Background: an optimization exercise with open tools, aiming at small area and a short achievable clock period. Do not read the settings as production practice. The RTL was checked by simulation tests, not by an equivalence proof against the original design.

== v22 ==
// fixed_point_alu
module fixed_point_alu (
    input clk,
    input rst,
    input [1:0] op,
    input signed [15:0] a,
    input signed [15:0] b,
    output signed [23:0] out,
    output overflow
);
Size in the first run: roughly 3200 cells after synthesis, about 48 flip-flops, ~61 I/O pins, roughly 0.022 mm² of cells after synthesis.
Settings: LEC_CHECK=0, ABC_AREA=1, CAP_MARGIN=20, CORE_MARGIN=2, CORE_UTILIZATION=40, SLEW_MARGIN=20; clock period 60.0 ns.
standard.sh (not shown) runs the stock make flow with config.mk's settings and CLKGATE_MAP_FILE= SYNTH_SCRIPT=/design/flow/synth_recipe.tcl, a recipe that flattens the netlist after the stock synthesis.
==> flow/flow/run.sh <==
#!/bin/bash
# Standard layout, with timing repair asked for more setup slack than the
# clock needs, so that the critical paths get sized up.
export SETUP_SLACK_MARGIN=25
bash standard.sh > standard.log 2>&1
For v33, these inputs were changed with respect to v22:
==> flow/flow/run.sh <==
#!/bin/bash
# Standard layout, with timing repair asked for more setup slack than the
# clock needs, so that the critical paths get sized up.
export SETUP_SLACK_MARGIN=27
bash standard.sh > standard.log 2>&1
[summary]
- Changes observed in v33 relative to v22: top fanout value on the critical path now sits lower; fraction of area in multi-input gates now sits lower; met2 capacity usage during global routing now sits higher; relative area change from synthesis to final layout now sits higher.
- Between v22 and v33, wire length of the first global-routing pass increased.
- Combined area of the multi-input logic cells (v33 vs. v22) increases by a little under 10%
- Worst setup slack: v33 > v22
Input-level comparison between v48 and v33:
==> flow/run.sh (new file) <==
#!/bin/bash
# synth_recipe.tcl (not shown) runs the flow's synth.tcl, then flattens the netlist and writes it again
# the make line also repeats each setting of config.mk as NAME=value (left out here)
make -C /OpenROAD-flow-scripts/flow DESIGN_CONFIG=/design/flow/config.mk WORK_HOME=/design/flow/orfs CLKGATE_MAP_FILE= SYNTH_SCRIPT=/design/flow/synth_recipe.tcl finish
removed: flow/flow/run.sh
removed: flow/standard.sh
==> notes.md <==
v48 finished every step from synthesis to the final layout, and the layout passed the timing, design-rule and antenna checks. In the reports for v48 and v33, the larger number of antenna violations at the first check in global routing belongs to v48. The setup slack of v48 is smaller than that of v33. Measured against v48, the critical path depth of v33 comes out at 1.06 times the reference value. Going from v33 to v48, proportion of final cell area spent on non-clock buffers decreased by 7.5 points relative to the old numbers, global-route wire length before repair decreased by 5600 µm relative to the old numbers.
For v8, these inputs were changed with respect to v48:
==> flow/flow/run.sh (new file) <==
#!/bin/bash
# Standard layout, with timing repair asked for more setup slack than the
# clock needs, so that the critical paths get sized up.
export SETUP_SLACK_MARGIN=30
bash standard.sh > standard.log 2>&1
==> flow/standard.sh (new file) <==
#!/bin/bash
# synth_recipe.tcl (not shown) runs the flow's synth.tcl, then flattens the netlist and writes it again
# the make line also repeats each setting of config.mk as NAME=value (left out here)
make -C /OpenROAD-flow-scripts/flow DESIGN_CONFIG=/design/flow/config.mk WORK_HOME=/design/flow/orfs CLKGATE_MAP_FILE= SYNTH_SCRIPT=/design/flow/synth_recipe.tcl "${@:-finish}"
removed: flow/run.sh
### Flow results
Of v8 and v48, it is v8 that has the higher count of multi-input gates.
v8 — first-iteration detailed-routing DRC count 171 higher, v48 as reference

---

== v31 ==
fixed_point_alu again, from the RTL that the note above started with.
Design fixed_point_alu, start of the top module:
module fixed_point_alu (
    input clk,
    input rst,
    input [1:0] op,
    input signed [15:0] a,
    input signed [15:0] b,
    output signed [23:0] out,
    output overflow
);
    wire sub = op[0];
    wire [16:0] bx = {b[15], b} ^ {17{sub}};
    wire [17:0] acy;
    wire [16:0] addsub;
    assign acy[0] = sub;
    genvar ai;
    generate for (ai = 0; ai < 17; ai = ai + 1) begin : asum
        wire xa = (ai == 16) ? a[15] : a[ai];
        assign addsub[ai] = xa ^ bx[ai] ^ acy[ai];
        assign acy[ai+1] = (xa & bx[ai]) | (xa & acy[ai]) | (bx[ai] & acy[ai]);
    end endgenerate
    wire [16:0] bb = {b, 1'b0};
    wire [16:0] ax = {a[15], a};
    wire [17:0] ax2 = {a[15], a, 1'b0};
    wire bone0 = bb[1] ^ bb[0];
    wire btwo0 = (bb[2] & ~bb[1] & ~bb[0]) | (~bb[2] & bb[1] & bb[0]);
    wire bneg0 = bb[2];
    wire [16:0] bpp0 = ({17{bone0}} & ax | {17{btwo0}} & ax2[16:0]) ^ {17{bneg0}};
    wire bone1 = bb[3] ^ bb[2];
    wire btwo1 = (bb[4] & ~bb[3] & ~bb[2]) | (~bb[4] & bb[3] & bb[2]);
    wire bneg1 = bb[4];
    wire [16:0] bpp1 = ({17{bone1}} & ax | {17{btwo1}} & ax2[16:0]) ^ {17{bneg1}};
    wire bone2 = bb[5] ^ bb[4];
    wire btwo2 = (bb[6] & ~bb[5] & ~bb[4]) | (~bb[6] & bb[5] & bb[4]);
    wire bneg2 = bb[6];
    wire [16:0] bpp2 = ({17{bone2}} & ax | {17{btwo2}} & ax2[16:0]) ^ {17{bneg2}};
    wire bone3 = bb[7] ^ bb[6];
    wire btwo3 = (bb[8] & ~bb[7] & ~bb[6]) | (~bb[8] & bb[7] & bb[6]);
    wire bneg3 = bb[8];
    wire [16:0] bpp3 = ({17{bone3}} & ax | {17{btwo3}} & ax2[16:0]) ^ {17{bneg3}};
    wire bone4 = bb[9] ^ bb[8];
    wire btwo4 = (bb[10] & ~bb[9] & ~bb[8]) | (~bb[10] & bb[9] & bb[8]);
    wire bneg4 = bb[10];
    wire [16:0] bpp4 = ({17{bone4}} & ax | {17{btwo4}} & ax2[16:0]) ^ {17{bneg4}};
    wire bone5 = bb[11] ^ bb[10];
    wire btwo5 = (bb[12] & ~bb[11] & ~bb[10]) | (~bb[12] & bb[11] & bb[10]);
    wire bneg5 = bb[12];
    wire [16:0] bpp5 = ({17{bone5}} & ax | {17{btwo5}} & ax2[16:0]) ^ {17{bneg5}};
    wire bone6 = bb[13] ^ bb[12];
    wire btwo6 = (bb[14] & ~bb[13] & ~bb[12]) | (~bb[14] & bb[13] & bb[12]);
    wire bneg6 = bb[14];
  ...
==> flow/config.mk <==
export PLATFORM = sky130hd
export DESIGN_NAME = fixed_point_alu
export DESIGN_NICKNAME = fixed_point_alu
export VERILOG_FILES = /design/flow/design.v
export SDC_FILE = /design/flow/constraint.sdc
export NUM_CORES = 4
export LEC_CHECK = 0
export ABC_AREA = 1
export CAP_MARGIN = 20
export CORE_MARGIN = 2
export CORE_UTILIZATION = 40
export SLEW_MARGIN = 20
==> flow/constraint.sdc <==
create_clock -name core_clock -period 60.0 [get_ports {clk}]
set_input_delay 12.0000 -clock core_clock [delete_from_list [all_inputs] [get_ports {clk}]]
set_output_delay 12.0000 -clock core_clock [all_outputs]
set_load 0.01 [all_outputs]
==> flow/flow/run.sh <==
#!/bin/bash
# The standard layout (standard.sh), with timing repair asked for more setup
# slack than the clock needs, so that it sizes up the critical paths.
export SETUP_SLACK_MARGIN=23
export BUFFER_PORTS_ARGS="-buffer_cell sky130_fd_sc_hd__buf_2"
bash standard.sh > standard.log 2>&1
Here is what was changed in the inputs of v46 compared with v31.
==> flow/flow/run.sh <==
#!/bin/bash
# Standard layout, with timing repair asked for more setup slack than the
# clock needs, so that the critical paths get sized up.
export SETUP_SLACK_MARGIN=20
bash standard.sh > standard.log 2>&1
## What came out
Diff v31 and v46: critical path depth lower in v46
Of v31 and v46, the higher worst-case setup slack after placement belongs to v31.
v46 vs. v31: number of clock buffers in the layout went down by 1.
Routed wire length (v46 over v31): decrease, 0.65%
As far as sequential fraction of total cell area is concerned, v31 and v46 perform about the same.
Worst setup slack after layout on v46 is behind v31.
Taking v31 as the reference, in v46 global placer's final weighted congestion went up by about 0.64%; post-route cell area shrank by about 1.4%; number of multi-input combinational cells in the layout has remained practically unchanged.
Setup changes, v46 to v35
--- a/flow/flow/run.sh
+++ b/flow/flow/run.sh
@@ -3,3 +3,3 @@
 # clock needs, so that the critical paths get sized up.
-export SETUP_SLACK_MARGIN=20
+export SETUP_SLACK_MARGIN=23
 bash standard.sh > standard.log 2>&1
--- outcome ---
Changes observed in v35 relative to v46: flip-flop and latch count after synthesis did not really move; maximum frequency rose by 6.5%; final setup slack of the worst path higher.

## re-timing with driven ports
No port has a modelled driver above. Below, the same layouts with a new extraction and two added sets of constraints. Step 1 (the two cells are an assumption about what drives the block):
set clk [get_ports {clk}]
set_driving_cell -lib_cell sky130_fd_sc_hd__clkbuf_16 $clk
set_driving_cell -lib_cell sky130_fd_sc_hd__buf_2 [delete_from_list [all_inputs] $clk]
Step 2 adds t to the input delays and takes it off the output delays; t is the mean of the earliest and latest rising clock arrival at the registers after step 1. Input paths then give back, and output paths get back, about the clock's delay inside the block. a / b / c = no drivers / after step 1 / after step 2; a / b = the first two.
run | shift t [ns] | setup slack, ns | latest minus earliest clock arrival (ns) | slew at the worst register clock pin (ns)
v22 | 0.331 | 26.315 / 26.272 / 26.363 | 0.008 / 0.007 | 0.07 / 0.07
v33 | 0.350 | 27.476 / 27.431 / 27.781 | 0.012 / 0.011 | 0.07 / 0.07
v48 | 0.329 | 19.781 / 19.741 / 20.070 | 0.014 / 0.015 | 0.07 / 0.07
v8 | 0.330 | 27.617 / 27.573 / 27.903 | 0.006 / 0.006 | 0.07 / 0.07
v31 | 0.325 | 24.941 / 24.899 / 24.983 | 0.011 / 0.011 | 0.06 / 0.06
v46 | 0.330 | 22.558 / 22.518 / 22.686 | 0.015 / 0.015 | 0.07 / 0.07
v35 | 0.329 | 24.846 / 24.807 / 24.884 | 0.015 / 0.015 | 0.07 / 0.07
After both steps every run listed still meets setup and hold.
